Background: an optimization exercise with open tools, aiming at small area. Do not read the settings as production practice.
In this exercise RTL edits were held to simulation tests only and were not proved equivalent to the original.
Power is estimated from default activity; no workload was simulated.

== job 2442 ==
==> flow/design.v <==
module top (
    input CLK,     
    input RST,     
    input PIN_19,  
    output PIN_12,  
    output PIN_13,  
    output PIN_14,  
    output PIN_15,  
    output PIN_16,  
    output PIN_20,  
    output PIN_24,  
    output LED,    
    output USBPU   
);
    function [11:0] inc12(input [11:0] a);
      integer i;
      reg c;
      begin
        c = 1'b1;
        for (i = 0; i < 12; i = i + 1) begin
          inc12[i] = a[i] ^ c;
          c = c & a[i];
        end
      end
    endfunction
    function lt12(input [11:0] a, input [11:0] b);
      integer i;
      reg l;
      begin
        l = 1'b0;
        for (i = 0; i < 12; i = i + 1)
          l = (~a[i] & b[i]) | (~(a[i] ^ b[i]) & l);
        lt12 = l;
      end
    endfunction
    function [11:0] sub12(input [11:0] a, input [11:0] b);
      integer i;
      reg c;
      begin
        c = 1'b1;
        for (i = 0; i < 12; i = i + 1) begin
          sub12[i] = a[i] ^ ~b[i] ^ c;
          c = (a[i] & ~b[i]) | (a[i] & c) | (~b[i] & c);
        end
      end
    endfunction
    assign USBPU = 0;
    assign LED = 0;
    reg [3:0] sync;
    always @(posedge CLK) begin
      if (RST)
        sync <= 4'b1111;
      else
        sync <= {sync[2:0], PIN_19};
    end
    wire rx = sync[3];
    localparam [10:0] UART_MID = 11'd323;
    localparam [10:0] UART_END = 11'd497;
    reg [10:0] cnt;
    reg [3:0]  st;
    reg [7:0]  pos;
    wire [11:0] st_inc = inc12({9'd0, st[2:0]});
    wire [10:0] cnt_inc = {cnt[9:0], ~(cnt[10] ^ cnt[8])};
    wire cnt_end = ((cnt & 11'h5ff) == (UART_END & 11'h5ff));
    wire cnt_mid = ((cnt & 11'h2df) == (UART_MID & 11'h2df));
    always @(posedge CLK) begin
      if (RST) begin
        cnt <= 0;
        st  <= 0;
        pos <= 0;
      end else begin
        if (st[3]) begin
          if (!cnt_end)
            cnt <= cnt_inc;
          else begin
            cnt <= 0;
            pos[st[2:0]] <= rx;
            st <= (st == 4'd15) ? 4'd2 : {1'b1, st_inc[2:0]};
          end
        end else case (st[1:0])
          2'd0: begin
            cnt <= 0;
            if (!rx) st <= 4'd1;
          end
          2'd1: begin
            if (cnt_mid) begin
              cnt <= 0;
              st  <= rx ? 4'd0 : 4'd8;
            end else
              cnt <= cnt_inc;
          end
          2'd2: begin
            if (!cnt_end)
              cnt <= cnt_inc;
            else begin
              cnt <= 0;
              st  <= 4'd3;
            end
          end
          2'd3: begin
            cnt <= 0;
            st  <= 4'd0;
          end
        endcase
      end
    end
    reg [8:0] hc;
    reg [9:0] vc;
    wire [11:0] hc_inc = inc12({3'd0, hc});
    wire [11:0] vc_inc = inc12({2'd0, vc});
    wire hwrap = (hc[8:2] == 7'b1100101) & hc[0];    
    always @(posedge CLK) begin
      if (RST) begin
        hc <= 9'd408;
        vc <= 0;
      end else begin
        hc <= hwrap ? 9'd409 : hc_inc[8:0];
        if (hwrap)
          vc <= (vc[9] & vc[3] & vc[2]) ? 10'd0 : vc_inc[9:0];    
      end
    end
    assign PIN_12 = ~(!lt12({3'd0, hc}, 12'd418) && lt12({3'd0, hc}, 12'd479));
    assign PIN_13 = ~(hwrap ? (vc == 10'd9 || vc == 10'd10)
                            : (vc == 10'd10 || vc == 10'd11));
    localparam [5:0] DB_28 = 6'd28;    
    reg [8:0] tone_hi;
    reg [10:0] tone_mid;
    reg [5:0] pre;
    wire pre_low0 = (pre[4:0] == 5'd0);
    wire pre_wrap = pre_low0 & ~pre[5];
    wire [11:0] tm_inc = inc12({1'b0, tone_mid});
    wire [11:0] th_inc = inc12({3'd0, tone_hi});
    always @(posedge CLK) begin
      if (RST) begin
        pre <= 6'd0;
        tone_mid <= 11'h7ff;
        tone_hi <= 9'h1ff;
      end else begin
        pre <= {pre[4:0], pre[5] ^ pre[4] ^ pre_low0};
        if (pre_wrap) begin
          tone_mid <= tm_inc[10:0];
          if (tone_mid == 11'h7ff)
            tone_hi <= th_inc[8:0];
        end
      end
    end
    wire [25:17] tone = tone_hi;
    wire [7:0] ramp = tone[25] ? tone[24:17] : ~tone[24:17];
    wire ramp0 = (ramp == 8'd0);
    wire wall = (~hc[8] & (hc[7:0] == ramp)) | ((hc == 9'h1ff) & ramp0);
    wire [11:0] d = sub12(inc12({3'd0, hc}), {4'd0, pos});    
    wire player = (pos[7:1] != 7'd0) && (d[11:2] == 10'd0) && (d[1:0] != 2'd3);
    wire vact = !lt12({2'd0, vc}, 12'd45);
    wire vrow = (vc[9:2] == 8'd18 && vc[1:0] != 2'd3 || vc[9:2] == 8'd17 && vc[1:0] == 2'd3);
    assign PIN_14 = vact & wall;
    assign PIN_15 = vrow & player;
    assign PIN_16 = vrow & wall & player;
    localparam [6:0] SRV_TERM = 7'd113;
    reg [6:0] pre_s;
    reg [11:0] PulseCount;
    reg RCServo_pulse;
    wire tick = ((pre_s & 7'h5f) == (SRV_TERM & 7'h5f));
    always @(posedge CLK) begin
      if (RST) begin
        pre_s <= 0;
        PulseCount <= 0;
        RCServo_pulse <= 1'b0;
      end else begin
        pre_s <= tick ? 7'd0 : {pre_s[5:0], ~(pre_s[6] ^ pre_s[5])};
        if (tick)
          PulseCount <= inc12(PulseCount);
        RCServo_pulse <= lt12(PulseCount, {4'b0001, pos});
      end
    end
    assign PIN_24 = RCServo_pulse;
    localparam [8:0] NOTE_TERM = 9'd147;
    localparam [8:0] NOTE_RST  = 9'd374;
    reg [8:0] mnote;
    reg marm;
    reg wave_form;
    wire nterm = (mnote == NOTE_TERM);
    always @(posedge CLK) begin
      if (RST) begin
        mnote <= NOTE_RST;
        marm <= 1'b0;
        wave_form <= 1'b0;
      end else begin
        mnote <= nterm ? 9'd0 : {mnote[7:0], ~(mnote[8] ^ mnote[4])};
        if (tone_mid[10] & tone_mid[9] & ~tone_hi[0])
          marm <= 1'b1;
        if (marm & nterm & (pre == DB_28))
          wave_form <= ~wave_form;
      end
    end
    assign PIN_20 = wave_form;
endmodule
export LEC_CHECK = 0
export CAP_MARGIN = 20
export CORE_MARGIN = 2
export CORE_UTILIZATION = 40
export CTS_BUF_LIST = sky130_fd_sc_hd__clkbuf_8
export SLEW_MARGIN = 20
export BUFFER_PORTS_ARGS = -buffer_cell sky130_fd_sc_hd__buf_1
export CTS_ARGS = -sink_clustering_enable -repair_clock_nets -buf_list sky130_fd_sc_hd__clkbuf_8 -dont_use_dummy_load
create_clock -name core_clock -period 10.0 [get_ports {CLK}]
standard.sh (not shown) runs the stock make flow with config.mk's settings and CLKGATE_MAP_FILE= SYNTH_SCRIPT=/design/flow/synth_recipe.tcl, a recipe that flattens the netlist after the stock synthesis.
==> flow/flow/run.sh <==
#!/bin/bash
# The standard layout (standard.sh), with these changes:
#  - synthesis script flow/my_synth.tcl in place of synth_recipe.tcl (same
#    passes and registers; only the gate mapping of the logic differs);
#  - ports buffered with buf_1 (every port still gets its own buffer);
#  - clock tree of clkbuf_8 without dummy balancing loads.
# Full tool output goes to flow.log.
set -euo pipefail
here=$(pwd)
cat >> config.mk <<'EOC'
export BUFFER_PORTS_ARGS = -buffer_cell sky130_fd_sc_hd__buf_1
export CTS_ARGS = -sink_clustering_enable -repair_clock_nets -buf_list sky130_fd_sc_hd__clkbuf_8 -dont_use_dummy_load
EOC
sed "s#SYNTH_SCRIPT=[^ ]*#SYNTH_SCRIPT=$here/flow/my_synth.tcl#" standard.sh > my_standard.sh
grep -q "SYNTH_SCRIPT=$here/flow/my_synth.tcl" my_standard.sh
bash my_standard.sh > flow.log 2>&1
==> flow/flow/my_synth.tcl <==
# The standard synthesis (synth_recipe.tcl: same passes, same registers),
# with two changes to the gate mapping of the combinational logic:
#  - extract_fa is skipped, so adders stay plain gates for ABC;
#  - the final ABC mapping runs area-oriented scripts (deep AIG
#    resynthesis, then area-recovering mapping) with a loose delay target,
#    once per script variant and seed; the smallest result is kept.  Each
#    deepsyn run stops after 100 steps without improvement, so the result
#    does not depend on the machine's speed.
set ::my_synth_dir [file dirname [file normalize [info script]]]
set ::abc_seeds {}
for {set i 1} {$i <= 32} {incr i} { lappend ::abc_seeds $i }
set ::abc_pre [list "" "&syn2\n" "&synch2\n"]

proc extract_fa {args} { puts "my_synth: extract_fa skipped" }

proc my_area {lib} {
  set f [file join $::env(OBJECTS_DIR) my_synth_stat.txt]
  yosys tee -q -o $f stat -liberty $lib
  set fh [open $f r]
  set txt [read $fh]
  close $fh
  if {![regexp {Chip area for module[^:]*:\s*([0-9.]+)} $txt -> a]} { error "my_synth: no area" }
  return $a
}

proc abc {args} {
  set out {}
  set skip 0
  set lib ""
  set prev ""
  foreach a $args {
    if {$prev eq "-liberty" && $lib eq ""} { set lib $a }
    set prev $a
    if {$skip} { set skip 0; continue }
    if {$a eq "-script" || $a eq "-D"} { set skip 1; continue }
    lappend out $a
  }
  lappend out -D 10000
  yosys design -save my_pre_abc
  set best ""
  foreach pre $::abc_pre {
    foreach seed $::abc_seeds {
      yosys design -load my_pre_abc
      set sf [file join $::env(OBJECTS_DIR) my_abc.script]
      set fh [open $sf w]
      puts $fh "strash\n&get -n\n$pre&deepsyn -J 100 -T 120 -S $seed\n&put\n&get -n\n&dch -f\n&nf -R 1000\n&put"
      close $fh
      yosys abc {*}$out -script $sf
      set a [my_area $lib]
      puts "my_synth: abc pre [string trim $pre] seed $seed area $a"
      if {$best eq "" || $a < $best} {
        set best $a
        yosys design -save my_best_abc
      }
    }
  }
  yosys design -load my_best_abc
  puts "my_synth: kept area $best"
}

source [file join $::my_synth_dir .. synth_recipe.tcl]
Modified inputs, job 8435 compared to job 2442
diff --git a/flow/flow/my_synth.tcl b/flow/flow/my_synth.tcl
--- a/flow/flow/my_synth.tcl
+++ b/flow/flow/my_synth.tcl
@@ -11,3 +11,3 @@
 for {set i 1} {$i <= 32} {incr i} { lappend ::abc_seeds $i }
-set ::abc_pre [list "" "&syn2\n" "&synch2\n"]
+set ::abc_pre [list "" "&syn2\n"]
 
@@ -49,3 +49,3 @@
       set a [my_area $lib]
-      puts "my_synth: abc pre [string trim $pre] seed $seed area $a"
+      puts "my_synth: abc pre '$pre' seed $seed area $a"
       if {$best eq "" || $a < $best} {
Findings:
Job 2442 ended up with fewer cell instances than job 8435 did. Between job 8435 and job 2442, wire length after detailed routing is lower for job 2442, job 8435 comes in above that. Diff job 2442 -> job 8435: via count now sits higher, clock network contribution to total cell area now sits at about the same level, share of final-layout standard cells stronger than drive strength 1 up 0.29 points, core utilization went down. Per the comparison of job 8435 with job 2442, summed area of non-filler cells in the final layout now sits higher, die area now sits higher.
Input-level comparison between job 5009 and job 8435:
==> flow/flow/my_synth.tcl <==
# The standard synthesis (synth_recipe.tcl: same passes, same registers),
# with two changes to the gate mapping of the combinational logic:
#  - extract_fa is skipped, so adders stay plain gates for ABC;
#  - the final ABC mapping runs an area-oriented script (deep AIG
#    resynthesis, then area-recovering mapping) with a loose delay target,
#    once per seed in abc_seeds; the smallest result is kept.  Each
#    deepsyn run stops after 100 steps without improvement.
set ::my_synth_dir [file dirname [file normalize [info script]]]
set ::abc_seeds {}
for {set i 1} {$i <= 32} {incr i} { lappend ::abc_seeds $i }

proc extract_fa {args} { puts "my_synth: extract_fa skipped" }

proc my_area {lib} {
  set f [file join $::env(OBJECTS_DIR) my_synth_stat.txt]
  yosys tee -q -o $f stat -liberty $lib
  set fh [open $f r]
  set txt [read $fh]
  close $fh
  if {![regexp {Chip area for module[^:]*:\s*([0-9.]+)} $txt -> a]} { error "my_synth: no area" }
  return $a
}

proc abc {args} {
  set out {}
  set skip 0
  set lib ""
  set prev ""
  foreach a $args {
    if {$prev eq "-liberty" && $lib eq ""} { set lib $a }
    set prev $a
    if {$skip} { set skip 0; continue }
    if {$a eq "-script" || $a eq "-D"} { set skip 1; continue }
    lappend out $a
  }
  lappend out -D 10000
  yosys design -save my_pre_abc
  set best ""
  foreach seed $::abc_seeds {
    yosys design -load my_pre_abc
    set sf [file join $::env(OBJECTS_DIR) my_abc_$seed.script]
    set fh [open $sf w]
    puts $fh "strash\n&get -n\n&deepsyn -J 100 -T 120 -S $seed\n&put\n&get -n\n&dch -f\n&nf -R 1000\n&put"
    close $fh
    yosys abc {*}$out -script $sf
    set a [my_area $lib]
    puts "my_synth: abc seed $seed area $a"
    if {$best eq "" || $a < $best} {
      set best $a
      yosys design -save my_best_abc
    }
  }
  yosys design -load my_best_abc
  puts "my_synth: kept area $best"
}

source [file join $::my_synth_dir .. synth_recipe.tcl]
==> comparison <==
Re critical path depth: job 8435 and job 5009 aren't equal, and the lower value belongs to job 8435. Fraction of the cycle the final worst path needs for job 5009: 3.9 points up relative to job 8435. Changes observed in job 5009 relative to job 8435: final design utilization about even, buffering stage count on the worst path with inverters included went down 1, via count did not really move. Job 5009 gives less simple-gate area share of the yosys netlist than job 8435 did. Job 5009 -> job 8435: fill cell total of the finished layout flat. Diff job 8435..job 5009 | count of sequential standard cells | unchanged. On design area, job 8435 and job 5009 are neck and neck.

* * *

== JK ==
Another version of the RTL of top (not shown whole).
For scale: ~470 cells after synthesis, roughly 100 flip-flops, roughly 12 I/O pins.
clock: 10.0 ns
lec_check: 0
cap_margin: 20
core_margin: 2
core_utilization: 40
cts_buf_list: sky130_fd_sc_hd__clkbuf_8
slew_margin: 20
buffer_ports_args: -buffer_cell sky130_fd_sc_hd__buf_1
cts_args: -sink_clustering_enable -repair_clock_nets -buf_list sky130_fd_sc_hd__clkbuf_8 -dont_use_dummy_load
==> flow/flow/my_synth.tcl <==
# The standard synthesis (synth_recipe.tcl: same passes, same registers),
# with two changes to the gate mapping of the combinational logic:
#  - extract_fa is skipped, so adders stay plain gates for ABC;
#  - the final ABC mapping runs an area-oriented script (deep AIG
#    resynthesis, then area-recovering mapping) with a loose delay target,
#    once per seed in abc_seeds; the smallest result is kept.  Each
#    deepsyn run stops after 100 steps without improvement.
set ::my_synth_dir [file dirname [file normalize [info script]]]
set ::abc_seeds {1 2 3 4 5 6 7 8 9 10 11 12 13 14 15 16}

proc extract_fa {args} { puts "my_synth: extract_fa skipped" }

proc my_area {lib} {
  set f [file join $::env(OBJECTS_DIR) my_synth_stat.txt]
  yosys tee -q -o $f stat -liberty $lib
  set fh [open $f r]
  set txt [read $fh]
  close $fh
  if {![regexp {Chip area for module[^:]*:\s*([0-9.]+)} $txt -> a]} { error "my_synth: no area" }
  return $a
}

proc abc {args} {
  set out {}
  set skip 0
  set lib ""
  set prev ""
  foreach a $args {
    if {$prev eq "-liberty" && $lib eq ""} { set lib $a }
    set prev $a
    if {$skip} { set skip 0; continue }
    if {$a eq "-script" || $a eq "-D"} { set skip 1; continue }
    lappend out $a
  }
  lappend out -D 10000
  yosys design -save my_pre_abc
  set best ""
  foreach seed $::abc_seeds {
    yosys design -load my_pre_abc
    set sf [file join $::env(OBJECTS_DIR) my_abc_$seed.script]
    set fh [open $sf w]
    puts $fh "strash\n&get -n\n&deepsyn -J 100 -T 120 -S $seed\n&put\n&get -n\n&dch -f\n&nf -R 1000\n&put"
    close $fh
    yosys abc {*}$out -script $sf
    set a [my_area $lib]
    puts "my_synth: abc seed $seed area $a"
    if {$best eq "" || $a < $best} {
      set best $a
      yosys design -save my_best_abc
    }
  }
  yosys design -load my_best_abc
  puts "my_synth: kept area $best"
}

source [file join $::my_synth_dir .. synth_recipe.tcl]
Scripts as last shown in full above: flow/flow/run.sh
In summary, JK completed successfully, with a layout that passed the timing, DRC and antenna checks.
Setup changes, JK to TR
-- flow/flow/my_synth.tcl --
<<< JK, line 5
#    resynthesis, then area-recovering mapping) with a loose delay target,
#    once per seed in abc_seeds; the smallest result is kept.  Each
#    deepsyn run stops after 100 steps without improvement.
set ::my_synth_dir [file dirname [file normalize [info script]]]
set ::abc_seeds {1 2 3 4 5 6 7 8 9 10 11 12 13 14 15 16}

>>> TR, line 5
#    resynthesis, then area-recovering mapping) with a loose delay target,
#    once per seed in abc_seeds; the smallest result is kept.
set ::my_synth_dir [file dirname [file normalize [info script]]]
set ::abc_seeds {1 2 3 4 5 6 7 8}

<<< JK, line 41
    set fh [open $sf w]
    puts $fh "strash\n&get -n\n&deepsyn -J 100 -T 120 -S $seed\n&put\n&get -n\n&dch -f\n&nf -R 1000\n&put"
    close $fh
>>> TR, line 40
    set fh [open $sf w]
    puts $fh "strash\n&get -n\n&deepsyn -T 10 -S $seed\n&put\n&get -n\n&dch -f\n&nf -R 1000\n&put"
    close $fh
The final layout from TR, which completed every stage, passed the timing, DRC and antenna checks at the end of the flow.
| maximum level of the CTS H-tree | TR vs JK | ≈ equal |
Reported for JK and TR, path length in cells of the critical path turned out identical to the last digit.
Total power: TR vs JK identical
From JK to TR, worst path buffer plus inverter count did not move at all.
JK -> TR: count of non-filler cells in the finished layout delta 0, exact match
| final worst slack | JK vs TR | ≈ equal |

[afterwards: timing with drivers on the ports]
Ports are ideal in the flow. The routed layouts listed here were re-timed in OpenROAD.
Step 1: set_driving_cell puts a clkbuf_16 on CLK and a buf_2 on each other input, an assumption about the parent block.
Step 2 adds t to the input delays and takes it off the output delays; t is the mean of the earliest and latest rising clock arrival at the registers after step 1. Input paths then give back, and output paths get back, about the clock's delay inside the block.
Slacks: ideal / step 1 / step 2; pairs: ideal / step 1.
run	t (ns)	slack for setup (ns)	worst setup path after step 2
job 2442	0.385	5.153 / 5.121 / 5.041	input to register
job 8435	0.380	5.388 / 5.357 / 5.737	register to output
job 5009	0.386	5.002 / 4.971 / 5.358	register to output
JK	0.367	5.031 / 5.000 / 5.368	register to output
TR	0.367	5.031 / 5.000 / 5.368	register to output
After both steps setup and hold are still met in every run listed. The setup slack of job 2442, which loses most, moves by -0.032 ns with the drivers and by -0.112 ns with both steps.
